What follows belongs to an exercise in optimizing a design on an open flow for small area, a short achievable clock period and few clock cycles per item; a production flow would make more cautious choices. Function was not checked in any run shown here: the RTL went through the layout flow alone. The clock port is modelled as an ideal driver; clocking choices that lean on that would not hold on a real chip. Power and IR drop assume default switching activity.

==> flow/design.v, too long to show whole: its modules and the start of the top module <==
// module Convolution: 2352 lines
// module fa: 6 lines
// module skm_g: 5 lines
// module skm_t: 5 lines
// module skm_x: 5 lines
// module skm_o00001: 6 lines
// module skm_o00091: 6 lines
// module skm_o00111: 6 lines
// module skm_o00191: 6 lines
// module skm_o11000: 6 lines
// module skm_o11090: 6 lines
// module skm_o11110: 6 lines
// module skm_o11190: 6 lines
// module skm_s0: 5 lines
// module skm_s1: 5 lines
// module wsel: 7 lines
module Convolution(clk, rst_n, in_valid, weight_valid,
  In_IFM_1, In_IFM_2, In_IFM_3, In_IFM_4, In_IFM_5, In_IFM_6, In_IFM_7, In_IFM_8, In_IFM_9,
  In_Weight_1, In_Weight_2, In_Weight_3, In_Weight_4, In_Weight_5, In_Weight_6, In_Weight_7, In_Weight_8, In_Weight_9,
  out_valid, Out_OFM);
  // ...
==> flow/flow/run.sh <==
#!/bin/bash
# Own flow: the standard ORFS flow (standard synthesis, same steps and scripts), with
#  - port buffers of a plain small buffer cell (every input and output port still gets one),
#  - a tighter setup-slack target for the resizer's timing repair (flow/margin.txt),
#  - optionally (flow/post_cts.tcl) a step after clock-tree synthesis that sizes down cells
#    that are faster than needed, keeping the same setup-slack target.
# Each tool's full output goes to flow_orfs.log in this folder; ORFS's per-step logs stay
# under orfs/logs/.
set -euo pipefail
MARGIN=$(cat flow/margin.txt 2>/dev/null || echo 5.0)
export BUFFER_PORTS_ARGS="-buffer_cell sky130_fd_sc_hd__buf_1"
if [[ -f flow/post_cts.tcl ]]; then
  export POST_CTS_TCL=$PWD/flow/post_cts.tcl
fi
export OWN_MARGIN=$MARGIN
bash standard.sh SETUP_SLACK_MARGIN=$MARGIN finish > flow_orfs.log 2>&1
==> flow/flow/margin.txt <==
5.35
==> flow/flow/post_cts.tcl <==
# After clock-tree synthesis and its timing repair: size down cells on paths with more
# setup slack than the target, then legalise the placement again.
estimate_parasitics -placement
repair_timing -recover_power 100 -setup_margin $::env(OWN_MARGIN) -verbose
detailed_placement
check_placement -verbose
==> flow/standard.sh <==
#!/bin/bash
# synth_recipe.tcl (not shown) runs the flow's synth.tcl, then flattens the netlist and writes it again
# the make line also repeats each setting of config.mk as NAME=value (left out here)
make -C /OpenROAD-flow-scripts/flow DESIGN_CONFIG=/design/flow/config.mk WORK_HOME=/design/flow/orfs CLKGATE_MAP_FILE= SYNTH_SCRIPT=/design/flow/synth_recipe.tcl "${@:-finish}"
==> flow/config.mk <==
export PLATFORM = sky130hd
export DESIGN_NAME = Convolution
export DESIGN_NICKNAME = Convolution
export VERILOG_FILES = /design/flow/design.v
export SDC_FILE = /design/flow/constraint.sdc
export NUM_CORES = 8
export LEC_CHECK = 0
export ABC_CLOCK_PERIOD_IN_PS = 2000
export CAP_MARGIN = 20
export CORE_MARGIN = 2
export CORE_UTILIZATION = 60
export CTS_CLUSTER_DIAMETER = 100
export CTS_CLUSTER_SIZE = 20
export PLACE_DENSITY = 0.7
export SLEW_MARGIN = 20
export SYNTH_HIERARCHICAL = 1
==> flow/constraint.sdc <==
create_clock -name core_clock -period 8.0 [get_ports {clk}]
set_input_delay 1.6000 -clock core_clock [delete_from_list [all_inputs] [get_ports {clk}]]
set_output_delay 1.6000 -clock core_clock [all_outputs]
set_load 0.01 [all_outputs]
==> flow_metrics.tcl, run 1 <==
set metrics [dict create \
    status "finished clean" \
    setup_tns_ns 0 \
    inv_count 13 \
    post-route-min-period_ns 2.65 \
    slew_violations 0 \
    power-top-group "combinational logic" \
    diodes 0 \
    post_route_cells_drive_above_1_share_pct 5.93 \
    wirelength_mm 58.5 \
    maxCapViolations 0 \
    largest_cell_class "multi-input gates" \
    power.leakage_nw 8.81 \
    maxUsedRoutingLayer "met4" \
    critPathSlowestCell "dfrtp_1" \
    skew_ns 0.0184 \
    setup_viol 0 \
    pre_cts_slack_ns 4.60 \
    gp_congestion 0.945 \
    grtUsageMet3_pct 3.91 \
    dieWidth_um 206 \
    start_util_pct 60.4 \
    cts_sinks 388 \
    synth_area_mm2 0.0245 \
    regMostFlops "ofm" \
    cp.required_ns 6.40 \
]
==> inputs of run 2 (changes only) <==
--- a/flow/design.v
+++ b/flow/design.v
@@ -2207,232 +2207,50 @@
   k2_1287 <= s1237;
   k2_1288 <= c1236;
   k2_1289 <= c1238;
   k2_1290 <= c1246;
 end
 wire [13:0] fa_a = {1'b1,c1316,s1335,s1333,s1331,s1329,s1327,s1325,s1323,s1321,s1319,s1297,c1294,c1292};
 wire [13:0] fa_b = {1'b1,c1336,c1334,c1332,c1330,c1328,c1326,c1324,c1322,c1320,c1318,s1317,s1295,s1293};
 wire [13:0] hi;
-wire cg0, cp0;
-skm_g u_cg0(.a(fa_a[0]), .b(fa_b[0]), .y(cg0));
-skm_x u_cp0(.a(fa_a[0]), .b(fa_b[0]), .y(cp0));
-wire ct0;
-skm_t u_ct0(.a(fa_a[0]), .b(fa_b[0]), .y(ct0));
-wire cg1, cp1;
-skm_g u_cg1(.a(fa_a[1]), .b(fa_b[1]), .y(cg1));
-skm_x u_cp1(.a(fa_a[1]), .b(fa_b[1]), .y(cp1));
-wire ct1;
-skm_t u_ct1(.a(fa_a[1]), .b(fa_b[1]), .y(ct1));
-wire cg2, cp2;
-skm_g u_cg2(.a(fa_a[2]), .b(fa_b[2]), .y(cg2));
-skm_x u_cp2(.a(fa_a[2]), .b(fa_b[2]), .y(cp2));
-wire ct2;
-skm_t u_ct2(.a(fa_a[2]), .b(fa_b[2]), .y(ct2));
-wire cg3, cp3;
-skm_g u_cg3(.a(fa_a[3]), .b(fa_b[3]), .y(cg3));
-skm_x u_cp3(.a(fa_a[3]), .b(fa_b[3]), .y(cp3));
-wire ct3;
-skm_t u_ct3(.a(fa_a[3]), .b(fa_b[3]), .y(ct3));
-wire cg4, cp4;
-skm_g u_cg4(.a(fa_a[4]), .b(fa_b[4]), .y(cg4));
-skm_x u_cp4(.a(fa_a[4]), .b(fa_b[4]), .y(cp4));
-wire ct4;
-skm_t u_ct4(.a(fa_a[4]), .b(fa_b[4]), .y(ct4));
-wire cg5, cp5;
-skm_g u_cg5(.a(fa_a[5]), .b(fa_b[5]), .y(cg5));
-skm_x u_cp5(.a(fa_a[5]), .b(fa_b[5]), .y(cp5));
-wire ct5;
-skm_t u_ct5(.a(fa_a[5]), .b(fa_b[5]), .y(ct5));
-wire cg6, cp6;
-skm_g u_cg6(.a(fa_a[6]), .b(fa_b[6]), .y(cg6));
-skm_x u_cp6(.a(fa_a[6]), .b(fa_b[6]), .y(cp6));
-wire ct6;
-skm_t u_ct6(.a(fa_a[6]), .b(fa_b[6]), .y(ct6));
-wire cg7, cp7;
-skm_g u_cg7(.a(fa_a[7]), .b(fa_b[7]), .y(cg7));
-skm_x u_cp7(.a(fa_a[7]), .b(fa_b[7]), .y(cp7));
-wire ct7;
-skm_t u_ct7(.a(fa_a[7]), .b(fa_b[7]), .y(ct7));
-wire cg8, cp8;
-skm_g u_cg8(.a(fa_a[8]), .b(fa_b[8]), .y(cg8));
-skm_x u_cp8(.a(fa_a[8]), .b(fa_b[8]), .y(cp8));
-wire ct8;
-skm_t u_ct8(.a(fa_a[8]), .b(fa_b[8]), .y(ct8));
-wire cg9, cp9;
-skm_g u_cg9(.a(fa_a[9]), .b(fa_b[9]), .y(cg9));
-skm_x u_cp9(.a(fa_a[9]), .b(fa_b[9]), .y(cp9));
-wire ct9;
-skm_t u_ct9(.a(fa_a[9]), .b(fa_b[9]), .y(ct9));
-wire cg10, cp10;
-skm_g u_cg10(.a(fa_a[10]), .b(fa_b[10]), .y(cg10));
-skm_x u_cp10(.a(fa_a[10]), .b(fa_b[10]), .y(cp10));
-wire ct10;
-skm_t u_ct10(.a(fa_a[10]), .b(fa_b[10]), .y(ct10));
-wire cg11, cp11;
-skm_g u_cg11(.a(fa_a[11]), .b(fa_b[11]), .y(cg11));
-skm_x u_cp11(.a(fa_a[11]), .b(fa_b[11]), .y(cp11));
-wire ct11;
-skm_t u_ct11(.a(fa_a[11]), .b(fa_b[11]), .y(ct11));
-wire cg12, cp12;
-skm_g u_cg12(.a(fa_a[12]), .b(fa_b[12]), .y(cg12));
-skm_x u_cp12(.a(fa_a[12]), .b(fa_b[12]), .y(cp12));
-wire ct12;
-skm_t u_ct12(.a(fa_a[12]), .b(fa_b[12]), .y(ct12));
-wire cg13, cp13;
-skm_g u_cg13(.a(fa_a[13]), .b(fa_b[13]), .y(cg13));
-skm_x u_cp13(.a(fa_a[13]), .b(fa_b[13]), .y(cp13));
-wire ct13;
-skm_t u_ct13(.a(fa_a[13]), .b(fa_b[13]), .y(ct13));
-wire pg0_13, pp0_13;
-skm_o11110 u_pg0_13(.gi(cg13), .pi(ct13), .gj(cg12), .pj(ct12), .go(pg0_13), .po(pp0_13));
-wire pg0_11, pp0_11;
-skm_o11110 u_pg0_11(.gi(cg11), .pi(ct11), .gj(cg10), .pj(ct10), .go(pg0_11), .po(pp0_11));
-wire pg0_9, pp0_9;
-skm_o11110 u_pg0_9(.gi(cg9), .pi(ct9), .gj(cg8), .pj(ct8), .go(pg0_9), .po(pp0_9));
-wire pg0_7, pp0_7;
-skm_o11110 u_pg0_7(.gi(cg7), .pi(ct7), .gj(cg6), .pj(ct6), .go(pg0_7), .po(pp0_7));
-wire pg0_5, pp0_5;
-skm_o11110 u_pg0_5(.gi(cg5), .pi(ct5), .gj(cg4), .pj(ct4), .go(pg0_5), .po(pp0_5));
-wire pg0_3, pp0_3;
-skm_o11110 u_pg0_3(.gi(cg3), .pi(ct3), .gj(cg2), .pj(ct2), .go(pg0_3), .po(pp0_3));
-wire pg0_1, pp0_1;
-skm_o11110 u_pg0_1(.gi(cg1), .pi(ct1), .gj(cg0), .pj(ct0), .go(pg0_1), .po(pp0_1));
-wire pg1_11, pp1_11;
-skm_o00001 u_pg1_11(.gi(pg0_11), .pi(pp0_11), .gj(pg0_9), .pj(pp0_9), .go(pg1_11), .po(pp1_11));
-wire pg1_10, pp1_10;
-skm_o11000 u_pg1_10(.gi(cg10), .pi(ct10), .gj(pg0_9), .pj(pp0_9), .go(pg1_10), .po(pp1_10));
-wire pg1_7, pp1_7;
-skm_o00001 u_pg1_7(.gi(pg0_7), .pi(pp0_7), .gj(pg0_5), .pj(pp0_5), .go(pg1_7), .po(pp1_7));
-wire pg1_6, pp1_6;
-skm_o11000 u_pg1_6(.gi(cg6), .pi(ct6), .gj(pg0_5), .pj(pp0_5), .go(pg1_6), .po(pp1_6));
-wire pg1_3, pp1_3;
-skm_o00001 u_pg1_3(.gi(pg0_3), .pi(pp0_3), .gj(pg0_1), .pj(pp0_1), .go(pg1_3), .po(pp1_3));
-wire pg1_2, pp1_2;
-skm_o11090 u_pg1_2(.gi(cg2), .pi(ct2), .gj(pg0_1), .pj(pg0_1), .go(pg1_2), .po(pp1_2));
-wire pg2_13, pp2_13;
-skm_o00111 u_pg2_13(.gi(pg0_13), .pi(pp0_13), .gj(pg1_11), .pj(pp1_11), .go(pg2_13), .po(pp2_13));
-wire pg2_12, pp2_12;
-skm_o11110 u_pg2_12(.gi(cg12), .pi(ct12), .gj(pg1_11), .pj(pp1_11), .go(pg2_12), .po(pp2_12));
-wire pg2_7, pp2_7;
-skm_o11110 u_pg2_7(.gi(pg1_7), .pi(pp1_7), .gj(pg1_3), .pj(pp1_3), .go(pg2_7), .po(pp2_7));
-wire pg2_6, pp2_6;
-skm_o00191 u_pg2_6(.gi(pg1_6), .pi(pp1_6), .gj(pg1_3), .pj(pg1_3), .go(pg2_6), .po(pp2_6));
-wire pg2_5, pp2_5;
-skm_o00191 u_pg2_5(.gi(pg0_5), .pi(pp0_5), .gj(pg1_3), .pj(pg1_3), .go(pg2_5), .po(pp2_5));
-wire pg2_4, pp2_4;
-skm_o11190 u_pg2_4(.gi(cg4), .pi(ct4), .gj(pg1_3), .pj(pg1_3), .go(pg2_4), .po(pp2_4));
-wire pg3_13, pp3_13;
-skm_o11090 u_pg3_13(.gi(pg2_13), .pi(pp2_13), .gj(pg2_7), .pj(pg2_7), .go(pg3_13), .po(pp3_13));
-wire pg3_12, pp3_12;
-skm_o00091 u_pg3_12(.gi(pg2_12), .pi(pp2_12), .gj(pg2_7), .pj(pg2_7), .go(pg3_12), .po(pp3_12));
-wire pg3_11, pp3_11;
-skm_o11090 u_pg3_11(.gi(pg1_11), .pi(pp1_11), .gj(pg2_7), .pj(pg2_7), .go(pg3_11), .po(pp3_11));
-wire pg3_10, pp3_10;
-skm_o00091 u_pg3_10(.gi(pg1_10), .pi(pp1_10), .gj(pg2_7), .pj(pg2_7), .go(pg3_10), .po(pp3_10));
-wire pg3_9, pp3_9;
-skm_o00091 u_pg3_9(.gi(pg0_9), .pi(pp0_9), .gj(pg2_7), .pj(pg2_7), .go(pg3_9), .po(pp3_9));
-wire pg3_8, pp3_8;
-skm_o11090 u_pg3_8(.gi(cg8), .pi(ct8), .gj(pg2_7), .pj(pg2_7), .go(pg3_8), .po(pp3_8));
-assign hi[0] = cp0;
-skm_s1 u_sum1(.p(cp1), .c(cg0), .s(hi[1]));
-skm_s0 u_sum2(.p(cp2), .c(pg0_1), .s(hi[2]));
-skm_s0 u_sum3(.p(cp3), .c(pg1_2), .s(hi[3]));
-skm_s1 u_sum4(.p(cp4), .c(pg1_3), .s(hi[4]));
-skm_s0 u_sum5(.p(cp5), .c(pg2_4), .s(hi[5]));
-skm_s1 u_sum6(.p(cp6), .c(pg2_5), .s(hi[6]));
-skm_s1 u_sum7(.p(cp7), .c(pg2_6), .s(hi[7]));
-skm_s0 u_sum8(.p(cp8), .c(pg2_7), .s(hi[8]));
-skm_s0 u_sum9(.p(cp9), .c(pg3_8), .s(hi[9]));
-skm_s1 u_sum10(.p(cp10), .c(pg3_9), .s(hi[10]));
-skm_s1 u_sum11(.p(cp11), .c(pg3_10), .s(hi[11]));
-skm_s0 u_sum12(.p(cp12), .c(pg3_11), .s(hi[12]));
-skm_s1 u_sum13(.p(cp13), .c(pg3_12), .s(hi[13]));
+cpa #(.N(14), .LV(4)) u_cpa(.a(fa_a), .b(fa_b), .s(hi));
 reg [19:0] ofm;
 always @(posedge clk) ofm <= {hi, ~{s1291,k2_1251,k2_1250,k2_1249,k2_1248,k2_1247}};
 assign Out_OFM = {1'd0, ofm};
 endmodule
 module fa(a, b, c, s, co);
 input a, b, c;
 output s, co;
 assign s = a ^ b ^ c;
 assign co = (a & b) | (a & c) | (b & c);
 endmodule
-module skm_g(a, b, y);
-input a, b;
-output y;
-assign y = ~(a | b);
-endmodule
-module skm_t(a, b, y);
-input a, b;
-output y;
-assign y = ~(a & b);
-endmodule
-module skm_x(a, b, y);
-input a, b;
-output y;
-assign y = a ^ b;
-endmodule
-module skm_o00001(gi, pi, gj, pj, go, po);
-input gi, pi, gj, pj;
-output go, po;
-assign go = (~gi | (~pi & ~gj));
-assign po = (~pi & ~pj);
-endmodule
-module skm_o00091(gi, pi, gj, pj, go, po);
-input gi, pi, gj, pj;
-output go, po;
-assign go = (~gi | (~pi & ~gj));
-assign po = 1'b0;
-endmodule
-module skm_o00111(gi, pi, gj, pj, go, po);
-input gi, pi, gj, pj;
-output go, po;
-assign go = (~gi | (~pi & gj));
-assign po = (~pi & pj);
-endmodule
-module skm_o00191(gi, pi, gj, pj, go, po);
-input gi, pi, gj, pj;
-output go, po;
-assign go = (~gi | (~pi & gj));
-assign po = 1'b0;
-endmodule
-module skm_o11000(gi, pi, gj, pj, go, po);
-input gi, pi, gj, pj;
-output go, po;
-assign go = ~(gi | (pi & ~gj));
-assign po = ~(pi & ~pj);
-endmodule
-module skm_o11090(gi, pi, gj, pj, go, po);
-input gi, pi, gj, pj;
-output go, po;
-assign go = ~(gi | (pi & ~gj));
-assign po = 1'b0;
-endmodule
-module skm_o11110(gi, pi, gj, pj, go, po);
-input gi, pi, gj, pj;
-output go, po;
-assign go = ~(gi | (pi & gj));
-assign po = ~(pi & pj);
-endmodule
-module skm_o11190(gi, pi, gj, pj, go, po);
-input gi, pi, gj, pj;
-output go, po;
-assign go = ~(gi | (pi & gj));
-assign po = 1'b0;
-endmodule
-module skm_s0(p, c, s);
-input p, c;
-output s;
-assign s = ~(p ^ c);
-endmodule
-module skm_s1(p, c, s);
-input p, c;
-output s;
-assign s = p ^ c;
-endmodule
 module wsel(s, a, b, y);
 parameter N = 8;
 input s;
 input [N-1:0] a, b;
 output [N-1:0] y;
 assign y = s ? a : b;
 endmodule
+module cpa(a, b, s);
+parameter N = 16;
+parameter LV = 4;   
+input [N-1:0] a, b;
+output [N-1:0] s;
+wire [(LV+1)*N-1:0] g, p;
+assign g[N-1:0] = {a[N-1:1] & b[N-1:1], a[0] | b[0]};   
+assign p[N-1:0] = a ^ b;
+genvar l, i;
+generate
+  for (l = 0; l < LV; l = l + 1) begin : lvl
+    for (i = 0; i < N; i = i + 1) begin : bt
+      if ((i >> l) % 2 == 1) begin : op
+        assign g[(l+1)*N+i] = g[l*N+i] | (p[l*N+i] & g[l*N+((i>>l)<<l)-1]);
+        assign p[(l+1)*N+i] = p[l*N+i] & p[l*N+((i>>l)<<l)-1];
+      end else begin : pass
+        assign g[(l+1)*N+i] = g[l*N+i];
+        assign p[(l+1)*N+i] = p[l*N+i];
+      end
+    end
+  end
+endgenerate
+assign s = ~(p[N-1:0] ^ {g[LV*N+N-2:LV*N], 1'b1});
+endmodule
==> flow/flow/margin.txt (replaced) <==
5.3
==> run 2 against run 1 <==
Compared with the run above: total power shrank 0.80%; clock skew rose by 0.0017 ns; fmax fell by 8.4%; non-clock buffer count up 8; largest power group unchanged.
==> flow_metrics.tcl, run 2 <==
set metrics [dict create \
    hpwl_mm 49.1 \
    path_cells "fa_1, fa_1, ha_4, o211ai_1, a21o_2, nand2_2, a21o_1, a21oi_2, fa_2, xor2_1" \
    synth_commonest_cells "nand2_1 (573), fa_1 (562), dfxtp_1 (384), buf_6 (153), mux2_4 (72)" \
    start_util_pct 60.4 \
    hold_viol 0 \
    wl_per_cell_um 24.1 \
    max_freq_ghz 0.345 \
    setup_tns_ns 0 \
    die_h_um 206 \
    area_growth_pct 0.785 \
    slowest_delay_ns 0.56 \
    grtUsageTotal_pct 30.1 \
    regMostFlops "ofm" \
    grt-ovfl-total 0 \
    critPathKind "flip-flop to flip-flop" \
    maxCapViolations 0 \
    powerDensity_mw_per_mm2 446 \
    slew_violations 0 \
    status "finished clean" \
    clk_latency_ns 0.57 \
    syn_inst 1830 \
    synth-async-reset-ratio_pct 1.03 \
    grtUsageMet3_pct 4.04 \
    grt_max_degree 45 \
    layout_commonest_cell "nand2_1" \
    synth_edf_count 0 \
    dr.pass1.iters 5 \
    core_mm2 0.0406 \
    cp_common_cell "fa_1" \
    synth_area_leader_cell "fa_1" \
    cts_tree "built" \
    port_buffers 168 \
    die_area_mm2 0.0426 \
    hold-worst-slack_ns 0.353 \
    cp_max_fo 3 \
    crit_path_start_kind "flip-flop" \
    syn_avg_cell_area_um2 13.4 \
    hold_class "flip-flop to flip-flop" \
    synth_ff_type "dfxtp_1" \
    post-route-min-period_ns 2.90 \
    crit_arrival_ns 3.36 \
    synth_seq_area_share_pct 31.7 \
    ir_drop_v 0.000373 \
    largest_register_ff_count 20 \
    path_buf_inv 0 \
    ys_types 32 \
    grt_pass1_wl_mm 91.5 \
    gp_congestion 0.894 \
    worst_slew_pin_slew_ns 0.594 \
    skew_ns 0.0201 \
    antenna_left 0 \
    vias 13600 \
    dieWidth_um 206 \
    viasPerCell 5.58 \
    wirelength_mm 58.6 \
    rsz0062_at_grt "yes" \
    drc 0 \
    post_route_cells_drive_above_1_share_pct 4.64 \
    synth_area_leaders "fa_1 (46%), dfxtp_1 (31%), nand2_1 (8.8%)" \
    grtUsageMet1_pct 38.9 \
    relSlewSlack_pct 60.4 \
    layout_common_cells "nand2_1 (572), fa_1 (550), dfxtp_1 (381), buf_1 (162), mux2_1 (61)" \
    synth_area_mm2 0.0246 \
    diodes 0 \
    io_pins 170 \
    finalCritPeriodShare_pct 36.2 \
    dr.first_iter.drc_count 1178 \
    grt_busiest_layer "met2" \
    cp.required_ns 8.46 \
    rows 74 \
    synth-seq-cells 388 \
    critPathCaptureType "flip-flop" \
    clk_pin_slew_ns 0.08 \
    antenna_found_initial 0 \
    final_nets 2615 \
    critPathSlowestCell "fa_1" \
    power.leakage_nw 8.84 \
    synth_warnings 7 \
    yosysTopAreaCellShare_pct 45.8 \
    yosysMostFrequentCell "nand2_1" \
    gr-usage-met2_pct 49.0 \
    cts_sinks 388 \
    grt_pass1_vias 15100 \
    setup_viol 0 \
    critPathTopFamily "adder cells" \
]
==> run 2: cells by family (layout without fill, tap and decap cells) <==
| logic type | count (synthesis) | count (layout) | synth area share, % |
|---|---|---|---|
| AO/OA/AOI/OAI | 19 | 19 | 0.540 |
| XOR/XNOR | 7 | 7 | 0.250 |
| adder cells (fa/ha/maj) | 574 | 574 | 46.4 |
| buffers and inverters | 173 | 224 | 7.34 |
| flip-flops | 388 | 388 | 31.7 |
| multiplexers | 72 | 72 | 4.40 |
| other | 2 | 17 | 0.0306 |
| AND/OR/NAND/NOR | 595 | 595 | 9.30 |
==> run 2: power breakdown <==
group | leakage (nW) | internal [mW] | switching [mW] | total [mW]
registers | 3.27 | 2.74 | 0.514 | 3.25
clock network | 0.307 | 0.560 | 0.643 | 1.20
logic | 5.26 | 3.17 | 3.40 | 6.57
total | 8.84 | 6.47 | 4.56 | 11.0
==> run 2: modules after synthesis, one instance, submodules excluded, excerpt <==
module	cell area, um2	copies in the design	flip-flops and latches	cells inside
fa	20.0	558	0	1
Convolution	11600	1	388	1117
==> run 2: cell type report <==
| class | instances | area, um2 |
|---|---|---|
| inverter | 18 | 67.6 |
| timing repair buffer | 178 | 737 |
| fill | 3215 | 15900 |
| clock inverter | 2 | 37.5 |
| clock buffer | 26 | 597 |
| sequential | 388 | 7790 |
| tap | 532 | 666 |
| multi-input combinational | 1284 | 14900 |
==> run 2: path summary, 6_finish.rpt <==
path / startpoint / end / slack (ns) / cells past startpoint
min in group asynchronous: rst_n / vld[1]$_DFF_PN0_ / 0.85 / 1
worst min-delay path: k1_801$_DFF_P_ / k2_1247$_DFF_P_ / 0.35 / 0
max in group asynchronous: rst_n / vld[2]$_DFF_PN0_ / 6.97 / 1
worst max-delay path: k2_1272$_DFF_P_ / ofm[15]$_DFF_P_ / 5.10 / 10
worst max register to register: k2_1272$_DFF_P_ / ofm[15]$_DFF_P_ / 5.10 / 10
worst min register to register: k1_801$_DFF_P_ / k2_1247$_DFF_P_ / 0.35 / 0
==> run 2: metal layers <==
| layer | wire length [um] | vias to the layer above |
|---|---|---|
| met5 | 0 | - |
| met4 | 4580 | 0 |
| met3 | 4960 | 168 |
| met2 | 28200 | 793 |
| met1 | 20800 | 7029 |
| li1 | - | 5569 |
==> run 2: stage by stage <==
step	instance area (um2)	instances	util [%]	power, mW	setup WS (ns)
finish	24700	2428	60.9	11.0	5.10
global route	24700	2428	60.9	12.1	5.02
detailed placement	24200	2391	59.5	9.50	4.57
global placement	24200	2391	59.5	9.33	4.63
floorplan	24600	1845	-	7.45	5.23

## afterwards: timing with drivers on the ports
Ports are ideal in the flow. The routed layouts listed here were re-timed in OpenROAD. Step 1 (the two cells are an assumption about what drives the block):
set clk [get_ports {clk}]
set_driving_cell -lib_cell sky130_fd_sc_hd__clkbuf_16 $clk
set_driving_cell -lib_cell sky130_fd_sc_hd__buf_2 [delete_from_list [all_inputs] $clk]
Step 2 also shifts input and output timing later by t, the mid clock arrival at the registers, as if the neighbouring blocks saw the same clock. Three values: no drivers, after step 1, after step 2; two values: the first two.
run	t (ns)	setup WS [ns]	worst hold slack (ns)	cell pins on the clock port's net
run 1	0.618	5.347 / 5.291 / 5.003	0.341 / 0.341 / 0.341	1
run 2	0.609	5.103 / 5.103 / 5.100	0.353 / 0.353 / 0.353	1
After both steps every run listed still meets setup and hold. The setup slack of run 1, which loses most, moves by -0.056 ns with the drivers and by -0.344 ns with both steps.
